Background: an optimization exercise with open tools, aiming at small area, a short achievable clock period and few clock cycles. Do not read the settings as production practice.
Only simulation tests tie the RTL to the original design; equivalence was not proved.

==> v28: inputs <==
==> flow/design.v (excerpt) <==
module MAU (output logic busy,
			output logic [15:0] dbs_output, dbi_output,
			input logic [15:0] data_bus_supr, data_bus_infr,
			input logic [15:0] matRAM,
			input logic start, mode, clk, reset, add_mode);
==> module FP_Output_Pipe, before the edit <==
module FP_Output_Pipe (output logic [15:0] FP16,
					input logic [17:0] mantissa,
					input logic [4:0] exponent,
					input logic sign, all_ones);
	logic overflow;
	always_comb
	begin
		overflow = mantissa[6] & all_ones;
		FP16[15] = sign;
		FP16[14:10] = exponent + ((overflow && ~&exponent) ? 5'd1 : '0);
		FP16[9:0] = mantissa[16:7] + {9'd0, mantissa[6]};
	end
endmodule
==> module MAU, before the edit <==
module MAU (output logic busy,
			output logic [15:0] dbs_output, dbi_output,
			input logic [15:0] data_bus_supr, data_bus_infr,
			input logic [15:0] matRAM,
			input logic start, mode, clk, reset, add_mode);
	logic [3:0] step;
	logic [16:0] hold_s, hold_i;
	logic [5:0] mat_neg, mat_one, mat_two, in_neg, in_one, in_two;
	logic [4:0] mat_e;
	logic mat_s;
	logic [17:0] p_m, q_m, r_m, mult_m, norm_m;
	logic [4:0] p_e, q_e, r_e, mult_e, norm_e, norm_sh;
	logic p_s, q_s, r_s, mult_s;
	logic q_ao, r_ao;
	logic q_large, next_q_large;
	logic [4:0] diff, next_diff;
	logic [17:0] x_sum, align_sum;
	logic [4:0] x_e, align_e;
	logic x_ovf, x_s, align_ovf, align_s;
	logic [6:0] x_d, x_nd, k, d, nd;
	logic d_pos;
	Booth_Encode11 enc0 (
		.neg(in_neg),
		.one(in_one),
		.two(in_two),
		.b({(|matRAM[14:10]), matRAM[9:0]})
	);
	MAU_Multiplier m_mult0 (
		.c_mantissa(mult_m),
		.c_exponent(mult_e),
		.c_sign(mult_s),
		.a_mantissa(hold_s[10:0]),
		.a_exponent(hold_s[15:11]),
		.a_sign(hold_s[16]),
		.b_exponent(mat_e),
		.b_sign(mat_s),
		.b_neg(mat_neg),
		.b_one(mat_one),
		.b_two(mat_two)
	);
	MAU_Adder_Align m_align0 (
		.sum(align_sum),
		.large_e(align_e),
		.ovf(align_ovf),
		.sign(align_s),
		.q_mantissa(q_m),
		.p_mantissa(p_m),
		.q_exponent(q_e),
		.p_exponent(p_e),
		.q_sign(q_s),
		.p_sign(p_s),
		.q_large(q_large),
		.diff(diff)
	);
	MAU_Adder_Norm m_norm0 (
		.c_mantissa(norm_m),
		.c_exponent(norm_e),
		.sh(norm_sh),
		.sum(x_sum),
		.large_e(x_e),
		.ovf(x_ovf)
	);
	FP_Output_Pipe out0 (
		.FP16(dbs_output),
		.mantissa(r_m),
		.exponent(r_e),
		.sign(r_s),
		.all_ones(r_ao)
	);
	FP_Output_Pipe out1 (
		.FP16(dbi_output),
		.mantissa(q_m),
		.exponent(q_e),
		.sign(q_s),
		.all_ones(q_ao)
	);
	always_comb
	begin
		k = x_ovf ? ((&x_e) ? 7'd31 : 7'h7f) : {2'd0, norm_sh};
		d = x_d + k;
		nd = x_nd - k;
		d_pos = ~d[6] && (d != 7'd0);
		if (step == 4'd8)
		begin
			next_q_large = ~d_pos;
			next_diff = d_pos ? d[4:0] : nd[4:0];
		end
		else
		begin
			next_q_large = p_e > mult_e;
			next_diff = (p_e > mult_e) ? (p_e - mult_e) : (mult_e - p_e);
		end
	end
	assign busy = (step != 4'd0);
	always_ff @ (posedge clk, posedge reset)
	begin
		if (reset)
			step <= 4'd0;
		else if (step == 4'd0)
		begin
			if (start) step <= 4'd1;
		end
		else if ((step == 4'd8 && mode) || step == 4'd10)
			step <= 4'd0;
		else
			step <= step + 4'd1;
	end
	always_ff @ (posedge clk)
	begin
		{mat_neg, mat_one, mat_two, mat_e, mat_s} <= {in_neg, in_one, in_two, matRAM[14:10], matRAM[15]};
		if (step == 4'd1 || (step == 4'd4 && ~(mode && ~add_mode)))
		begin
			hold_s <= {data_bus_supr[15:10], (|data_bus_supr[14:10]), data_bus_supr[9:0]};
			hold_i <= {data_bus_infr[15:10], (|data_bus_infr[14:10]), data_bus_infr[9:0]};
		end
		else if (step == 4'd2 || step == 4'd4 || step == 4'd5)
		begin
			hold_s <= hold_i;
			hold_i <= hold_s;
		end
		if (step == 4'd8)
			{p_m, p_e, p_s} <= {r_m, r_e, r_s};
		else
			{p_m, p_e, p_s} <= {mult_m, mult_e, mult_s};
		if (step == 4'd8)
			{q_m, q_e, q_s, q_ao} <= {norm_m, norm_e, x_s, (&norm_m[16:7])};
		else if (step == 4'd3 || step == 4'd6)
			{q_m, q_e, q_s, q_ao} <= {p_m, p_e, p_s, (&p_m[16:7])};
		q_large <= next_q_large;
		diff <= next_diff;
		{x_sum, x_e, x_ovf, x_s} <= {align_sum, align_e, align_ovf, align_s};
		x_d <= {2'd0, r_e} - {2'd0, align_e};
		x_nd <= {2'd0, align_e} - {2'd0, r_e};
		if (step == 4'd5 || step == 4'd10)
			{r_m, r_e, r_s, r_ao} <= {norm_m, norm_e, x_s, (&norm_m[16:7])};
	end
endmodule
==> flow/config.mk <==
export PLATFORM = sky130hd
export DESIGN_NAME = MAU
export DESIGN_NICKNAME = MAU
export VERILOG_FILES = /design/flow/design.v
export SDC_FILE = /design/flow/constraint.sdc
export NUM_CORES = 4
export LEC_CHECK = 0
export CAP_MARGIN = 20
export CORE_MARGIN = 2
export CORE_UTILIZATION = 40
export SETUP_SLACK_MARGIN = 5.0
export SLEW_MARGIN = 20
==> flow/constraint.sdc <==
create_clock -name core_clock -period 10.0 [get_ports {clk}]
set_input_delay 2.0000 -clock core_clock [delete_from_list [all_inputs] [get_ports {clk}]]
set_output_delay 2.0000 -clock core_clock [all_outputs]
set_load 0.01 [all_outputs]
run.sh (not shown) runs the stock make flow with config.mk's settings and CLKGATE_MAP_FILE= SYNTH_SCRIPT=/design/flow/synth_recipe.tcl, a recipe that flattens the netlist after the stock synthesis.
==> v24 (differences from v28) <==
--- a/flow/design.v
+++ b/flow/design.v
@@ -258,10 +258,13 @@
 					input logic [4:0] exponent,
-					input logic sign, all_ones);
-	logic overflow;
+					input logic sign);
+	logic [10:0] rounded_mantissa;
+	logic round_up, overflow;
 	always_comb
 	begin
-		overflow = mantissa[6] & all_ones;
+		round_up = mantissa[6];  
+		rounded_mantissa = mantissa[16:7] + (round_up ? 10'd1 : '0);
+		overflow = rounded_mantissa[10];
 		FP16[15] = sign;
 		FP16[14:10] = exponent + ((overflow && ~&exponent) ? 5'd1 : '0);
-		FP16[9:0] = mantissa[16:7] + {9'd0, mantissa[6]};
+		FP16[9:0] = rounded_mantissa[9:0];
 	end
@@ -570,3 +573,2 @@
 	logic p_s, q_s, r_s, mult_s;
-	logic q_ao, r_ao;
 	logic q_large, next_q_large;
@@ -623,4 +625,3 @@
 		.exponent(r_e),
-		.sign(r_s),
-		.all_ones(r_ao)
+		.sign(r_s)
 	);
@@ -630,4 +631,3 @@
 		.exponent(q_e),
-		.sign(q_s),
-		.all_ones(q_ao)
+		.sign(q_s)
 	);
@@ -682,5 +682,5 @@
 		if (step == 4'd8)
-			{q_m, q_e, q_s, q_ao} <= {norm_m, norm_e, x_s, (&norm_m[16:7])};
+			{q_m, q_e, q_s} <= {norm_m, norm_e, x_s};
 		else if (step == 4'd3 || step == 4'd6)
-			{q_m, q_e, q_s, q_ao} <= {p_m, p_e, p_s, (&p_m[16:7])};
+			{q_m, q_e, q_s} <= {p_m, p_e, p_s};
 		q_large <= next_q_large;
@@ -691,3 +691,3 @@
 		if (step == 4'd5 || step == 4'd10)
-			{r_m, r_e, r_s, r_ao} <= {norm_m, norm_e, x_s, (&norm_m[16:7])};
+			{r_m, r_e, r_s} <= {norm_m, norm_e, x_s};
 	end
==> comparison table <==
| metric | v28 | v24 |
|---|---|---|
| Result of the run | finished clean | finished clean |
| Total placed cells including tap cells | 2230 | 2215 |
| Amount of wire on met3 after detailed routing | 2165 um | 2795 um |
| Simple-Gate Fraction of Synth Area | 14.37% | 13.05% |
| Detail-routed net length per standard cell | 18.85 um | 19.27 um |
| Capturing point of the worst reg2reg path | diff[2]$_DFF_P_ | x_sum[5]$_DFF_P_ |
| Worst reg-to-reg setup slack | 5190 ps | 5100 ps |
| Floorplan die width | 201.3 um | 202.1 um |
| Final nets | 1996 | 1973 |
| Share of the clock period used by the worst path | 48.09% | 49.04% |
| First-pass DRT Iterations | 8 | 5 |
| Cell repeated most along the worst path | nor2_1 | a21oi_1 |
Testbench counts of v28, summed over its fixed seeds: cycles 32,000.
Testbench counts of v24, summed over its fixed seeds: cycles 32,000.

========
==> build 67: inputs <==
==> flow/design.v <==
module FP_Input_Pipe (output logic [17:0] mantissa,
					output logic [4:0] exponent,
					output logic sign,
					input logic [15:0] FP16);
	always_comb
	begin
		mantissa = {(|FP16[14:10]), FP16[9:0], 7'd0};
		exponent = FP16[14:10];
		sign = FP16[15];
	end
endmodule
module FP_Output_Pipe (output logic [15:0] FP16,
					input logic [17:0] mantissa,
					input logic [4:0] exponent,
					input logic sign);
	logic [10:0] rounded_mantissa;
	logic round_up, overflow;
	always_comb
	begin
		round_up = mantissa[6];  
		rounded_mantissa = mantissa[16:7] + (round_up ? 10'd1 : '0);
		overflow = rounded_mantissa[10];
		FP16[15] = sign;
		FP16[14:10] = exponent + ((overflow && ~&exponent) ? 5'd1 : '0);
		FP16[9:0] = rounded_mantissa[9:0];
	end
endmodule
module IM_LZC18 (output logic [4:0] lz,
				input logic [17:0] number);
	always_comb
	begin
		lz = 5'd18;
		for (int i = 0; i < 18; i++)
			if (number[i]) lz = 5'(17 - i);
	end
endmodule
module MULT11 (dout, a, b);
	output [21:0] dout;
	input [10:0] a;
	input [10:0] b;
	assign dout = a * b;
endmodule
module MAU_Multiplier (output logic [17:0] c_mantissa,
					output logic [4:0] c_exponent,
					output logic c_sign,
					input logic [15:0] a, b);
	logic [21:0] mult_output;
	logic [5:0] initial_exp;
	MULT11 mult0 (
        .dout(mult_output),
        .a({(|a[14:10]), a[9:0]}),
        .b({(|b[14:10]), b[9:0]})
    );
	always_comb
	begin
		initial_exp = a[14:10] + b[14:10];
		c_mantissa = mult_output[21:4];
		c_exponent = (initial_exp < 6'd14) ? 5'd0 : ((initial_exp >= 6'd46) ? 5'd31 : 5'(initial_exp - 6'd14));
		c_sign = a[15] ^ b[15];
	end
endmodule
module MAU_Adder_Align (output logic [17:0] sum,
				output logic [4:0] large_e,
				output logic ovf, sign,
				input logic [17:0] q_mantissa, p_mantissa,
				input logic [4:0] q_exponent, p_exponent,
				input logic q_sign, p_sign,
				input logic q_large,
				input logic [4:0] diff);
	logic [17:0] large_m, small_m, value, addend;
	logic large_s, small_s, sub;
	logic [18:0] t;
	logic [17:0] u;
	always_comb
	begin
		large_m = q_large ? q_mantissa : p_mantissa;
		small_m = q_large ? p_mantissa : q_mantissa;
		large_e = q_large ? q_exponent : p_exponent;
		large_s = q_large ? q_sign : p_sign;
		small_s = q_large ? p_sign : q_sign;
		value = small_m >> diff;
		sub = large_s ^ small_s;
		addend = sub ? ~value : value;
		t = {1'b0, large_m} + {1'b0, addend};
		u = large_m + addend + 18'd1;
		ovf = ~sub & t[18];
		if (~sub)
		begin
			sum = t[18] ? t[18:1] : t[17:0];
			sign = large_s;
		end
		else if (t[18])
		begin
			sum = u;                  
			sign = large_s;
		end
		else
		begin
			sum = ~t[17:0];           
			sign = small_s;
		end
	end
endmodule
module MAU_Adder_Norm (output logic [17:0] c_mantissa,
				output logic [4:0] c_exponent,
				input logic [17:0] sum,
				input logic [4:0] large_e,
				input logic ovf);
	logic [17:0] limit;
	logic [4:0] sh;
	assign limit = sum | (18'h20000 >> large_e);
	IM_LZC18 lzc0 (
		.lz(sh),
		.number(limit)
	);
	always_comb
	begin
		c_mantissa = sum << sh;
		c_exponent = large_e - sh + {4'd0, ovf};
	end
endmodule
module MAU (output logic busy,
			output logic [15:0] dbs_output, dbi_output,
			input logic [15:0] data_bus_supr, data_bus_infr,
			input logic [15:0] matRAM,
			input logic start, mode, clk, reset, add_mode);
	logic [3:0] step;
	logic [15:0] hold_s, hold_i, mat;
	logic [17:0] p_m, q_m, sum1_m, mult_m, norm_m;
	logic [4:0] p_e, q_e, sum1_e, mult_e, norm_e;
	logic p_s, q_s, sum1_s, mult_s;
	logic q_large, next_q_large;
	logic [4:0] diff, next_diff;
	logic [17:0] x_sum, align_sum;
	logic [4:0] x_e, align_e;
	logic x_ovf, x_s, align_ovf, align_s;
	logic [15:0] rounded;
	MAU_Multiplier m_mult0 (
		.c_mantissa(mult_m),
		.c_exponent(mult_e),
		.c_sign(mult_s),
		.a(hold_s),
		.b(mat)
	);
	MAU_Adder_Align m_align0 (
		.sum(align_sum),
		.large_e(align_e),
		.ovf(align_ovf),
		.sign(align_s),
		.q_mantissa(q_m),
		.p_mantissa(p_m),
		.q_exponent(q_e),
		.p_exponent(p_e),
		.q_sign(q_s),
		.p_sign(p_s),
		.q_large(q_large),
		.diff(diff)
	);
	MAU_Adder_Norm m_norm0 (
		.c_mantissa(norm_m),
		.c_exponent(norm_e),
		.sum(x_sum),
		.large_e(x_e),
		.ovf(x_ovf)
	);
	FP_Output_Pipe out0 (
		.FP16(rounded),
		.mantissa(norm_m),
		.exponent(norm_e),
		.sign(x_s)
	);
	always_comb
	begin
		if (step == 4'd8)
		begin
			next_q_large = ~(sum1_e > norm_e);
			next_diff = (sum1_e > norm_e) ? (sum1_e - norm_e) : (norm_e - sum1_e);
		end
		else
		begin
			next_q_large = p_e > mult_e;
			next_diff = (p_e > mult_e) ? (p_e - mult_e) : (mult_e - p_e);
		end
	end
	assign busy = (step != 4'd0);
	always_ff @ (posedge clk, posedge reset)
	begin
		if (reset)
			step <= 4'd0;
		else if (step == 4'd0)
		begin
			if (start) step <= 4'd1;
		end
		else if ((step == 4'd8 && mode) || step == 4'd10)
			step <= 4'd0;
		else
			step <= step + 4'd1;
	end
	always_ff @ (posedge clk)
	begin
		mat <= matRAM;
		if (step == 4'd1 || (step == 4'd4 && ~(mode && ~add_mode)))
		begin
			hold_s <= data_bus_supr;
			hold_i <= data_bus_infr;
		end
		else if (step == 4'd2 || step == 4'd4 || step == 4'd5)
		begin
			hold_s <= hold_i;
			hold_i <= hold_s;
		end
		if (step == 4'd8)
			{p_m, p_e, p_s} <= {sum1_m, sum1_e, sum1_s};
		else
			{p_m, p_e, p_s} <= {mult_m, mult_e, mult_s};
		if (step == 4'd8)
			{q_m, q_e, q_s} <= {norm_m, norm_e, x_s};
		else
			{q_m, q_e, q_s} <= {p_m, p_e, p_s};
		q_large <= next_q_large;
		diff <= next_diff;
		{x_sum, x_e, x_ovf, x_s} <= {align_sum, align_e, align_ovf, align_s};
		if (step == 4'd5)
			{sum1_m, sum1_e, sum1_s} <= {norm_m, norm_e, x_s};
		if (step == 4'd5 || step == 4'd10)
			dbs_output <= rounded;
		if (step == 4'd8)
			dbi_output <= rounded;
	end
endmodule
==> flow/run.sh <==
#!/bin/bash
# synth_recipe.tcl (not shown) runs the flow's synth.tcl, then flattens the netlist and writes it again
# the make line also repeats each setting of config.mk as NAME=value (left out here)
make -C /OpenROAD-flow-scripts/flow DESIGN_CONFIG=/design/flow/config.mk WORK_HOME=/design/flow/orfs CLKGATE_MAP_FILE= SYNTH_SCRIPT=/design/flow/synth_recipe.tcl finish
==> flow/config.mk <==
export PLATFORM = sky130hd
export DESIGN_NAME = MAU
export DESIGN_NICKNAME = MAU
export VERILOG_FILES = /design/flow/design.v
export SDC_FILE = /design/flow/constraint.sdc
export NUM_CORES = 4
export LEC_CHECK = 0
export CAP_MARGIN = 20
export CORE_MARGIN = 2
export CORE_UTILIZATION = 40
export SLEW_MARGIN = 20
==> flow/constraint.sdc <==
create_clock -name core_clock -period 10.0 [get_ports {clk}]
set_input_delay 2.0000 -clock core_clock [delete_from_list [all_inputs] [get_ports {clk}]]
set_output_delay 2.0000 -clock core_clock [all_outputs]
set_load 0.01 [all_outputs]
==> inputs of trial 13, as changes to build 67 <==
--- a/flow/design.v
+++ b/flow/design.v
@@ -104,3 +104,3 @@
 module MAU_Adder_Norm (output logic [17:0] c_mantissa,
-				output logic [4:0] c_exponent,
+				output logic [4:0] c_exponent, sh,
 				input logic [17:0] sum,
@@ -109,3 +109,2 @@
 	logic [17:0] limit;
-	logic [4:0] sh;
 	assign limit = sum | (18'h20000 >> large_e);
@@ -128,5 +127,5 @@
 	logic [15:0] hold_s, hold_i, mat;
-	logic [17:0] p_m, q_m, sum1_m, mult_m, norm_m;
-	logic [4:0] p_e, q_e, sum1_e, mult_e, norm_e;
-	logic p_s, q_s, sum1_s, mult_s;
+	logic [17:0] p_m, q_m, r_m, mult_m, norm_m;
+	logic [4:0] p_e, q_e, r_e, mult_e, norm_e, norm_sh;
+	logic p_s, q_s, r_s, mult_s;
 	logic q_large, next_q_large;
@@ -134,5 +133,6 @@
 	logic [17:0] x_sum, align_sum;
-	logic [4:0] x_e, align_e;
+	logic [4:0] x_e, align_e, align_e_inc;
 	logic x_ovf, x_s, align_ovf, align_s;
-	logic [15:0] rounded;
+	logic [6:0] x_d, x_nd, x_d_ovf, d, nd;
+	logic d_pos;
 	MAU_Multiplier m_mult0 (
@@ -161,2 +161,3 @@
 		.c_exponent(norm_e),
+		.sh(norm_sh),
 		.sum(x_sum),
@@ -166,13 +167,23 @@
 	FP_Output_Pipe out0 (
-		.FP16(rounded),
-		.mantissa(norm_m),
-		.exponent(norm_e),
-		.sign(x_s)
-	);
-	always_comb
-	begin
+		.FP16(dbs_output),
+		.mantissa(r_m),
+		.exponent(r_e),
+		.sign(r_s)
+	);
+	FP_Output_Pipe out1 (
+		.FP16(dbi_output),
+		.mantissa(q_m),
+		.exponent(q_e),
+		.sign(q_s)
+	);
+	assign align_e_inc = align_e + 5'd1;
+	always_comb
+	begin
+		d = x_ovf ? x_d_ovf : (x_d + {2'd0, norm_sh});
+		nd = x_ovf ? -x_d_ovf : (x_nd - {2'd0, norm_sh});
+		d_pos = ~d[6] && (d != 7'd0);
 		if (step == 4'd8)
 		begin
-			next_q_large = ~(sum1_e > norm_e);
-			next_diff = (sum1_e > norm_e) ? (sum1_e - norm_e) : (norm_e - sum1_e);
+			next_q_large = ~d_pos;
+			next_diff = d_pos ? d[4:0] : nd[4:0];
 		end
@@ -212,3 +223,3 @@
 		if (step == 4'd8)
-			{p_m, p_e, p_s} <= {sum1_m, sum1_e, sum1_s};
+			{p_m, p_e, p_s} <= {r_m, r_e, r_s};
 		else
@@ -217,3 +228,3 @@
 			{q_m, q_e, q_s} <= {norm_m, norm_e, x_s};
-		else
+		else if (step == 4'd3 || step == 4'd6)
 			{q_m, q_e, q_s} <= {p_m, p_e, p_s};
@@ -222,9 +233,8 @@
 		{x_sum, x_e, x_ovf, x_s} <= {align_sum, align_e, align_ovf, align_s};
-		if (step == 4'd5)
-			{sum1_m, sum1_e, sum1_s} <= {norm_m, norm_e, x_s};
+		x_d <= {2'd0, r_e} - {2'd0, align_e};
+		x_nd <= {2'd0, align_e} - {2'd0, r_e};
+		x_d_ovf <= {2'd0, r_e} - {2'd0, align_e_inc};
 		if (step == 4'd5 || step == 4'd10)
-			dbs_output <= rounded;
-		if (step == 4'd8)
-			dbi_output <= rounded;
-	end
-endmodule
+			{r_m, r_e, r_s} <= {norm_m, norm_e, x_s};
+	end
+endmodule
- CORE_UTILIZATION: 40 -> 65
==> inputs of trial 52, as changes to build 67 <==
--- a/flow/design.v
+++ b/flow/design.v
@@ -141,3 +141,3 @@
 		.c_sign(mult_s),
-		.a(hold_s),
+		.a((step == 4'd3 || step == 4'd6) ? hold_i : hold_s),
 		.b(mat)
@@ -206,7 +206,2 @@
 		end
-		else if (step == 4'd2 || step == 4'd4 || step == 4'd5)
-		begin
-			hold_s <= hold_i;
-			hold_i <= hold_s;
-		end
 		if (step == 4'd8)
- SETUP_SLACK_MARGIN: not set -> 5
==> run summary <==
metric	trial 52	trial 13	build 67
Result of the run	finished clean	finished clean	finished clean
Final GP Congestion	0.914	0.955	0.914
Worst setup margin	3720 ps	3780 ps	3710 ps
Tap cells	518	330	518
Filler-free cell count of the finished design	2358	2127	2265
Depth of the worst register-to-register path	24	19	18
Xor-xnor portion of the synthesized cell area	0.0581	0.0728	0.0559
Final sequential cell count	187	171	187
Pin count of the biggest net entering global routing	70	58	72
Sum of met3 wire segment lengths after detailed routing	2.37 mm	2.33 mm	1.60 mm
Vias post-DR	12700	13000	12400
Initial DRC count	731	1150	608
Area of the die	40800 sq um	26500 sq um	41200 sq um
Final Cycle Share	0.628	0.622	0.629
Testbench counts of build 67, summed over its fixed seeds: cycles 32,000.
Testbench counts of trial 13, summed over its fixed seeds: cycles 32,000.
Testbench counts of trial 52, summed over its fixed seeds: cycles 32,000.

==> re-timing with driven ports <==
The flow's constraints put no driver on any port. The routed layouts listed below were extracted and timed again, unchanged, in two steps.
Step 1 (the two cells are an assumption about what drives the block):
set clk [get_ports {clk}]
set_driving_cell -lib_cell sky130_fd_sc_hd__clkbuf_16 $clk
set_driving_cell -lib_cell sky130_fd_sc_hd__buf_2 [delete_from_list [all_inputs] $clk]
Step 2 moves the port delays by t, midway between the first and last clock arrival at a register: inputs arrive t later, outputs are due t later. That takes back most of the time a late clock gives input paths.
a / b / c = ideal / step 1 / step 2; a / b = the first two.
| run | shift t [ns] | slack for setup (ns) | hold slack, ns | worst setup path at the end | worst slew at a driven data input, ns |
|---|---|---|---|---|---|
| v28 | 0.499 | 5.191 / 5.191 / 5.191 | 0.471 / 0.471 / 0.471 | register to register | 0.05 |
| v24 | 0.491 | 5.096 / 5.096 / 5.096 | 0.451 / 0.451 / 0.451 | register to register | 0.04 |
| build 67 | 0.508 | 3.708 / 3.708 / 3.708 | 0.458 / 0.458 / 0.458 | register to register | 0.05 |
| trial 13 | 0.487 | 3.783 / 3.783 / 3.783 | 0.455 / 0.455 / 0.455 | register to register | 0.07 |
| trial 52 | 0.511 | 3.717 / 3.717 / 3.717 | 0.432 / 0.432 / 0.432 | register to register | 0.05 |
After both steps every run listed still meets setup and hold.
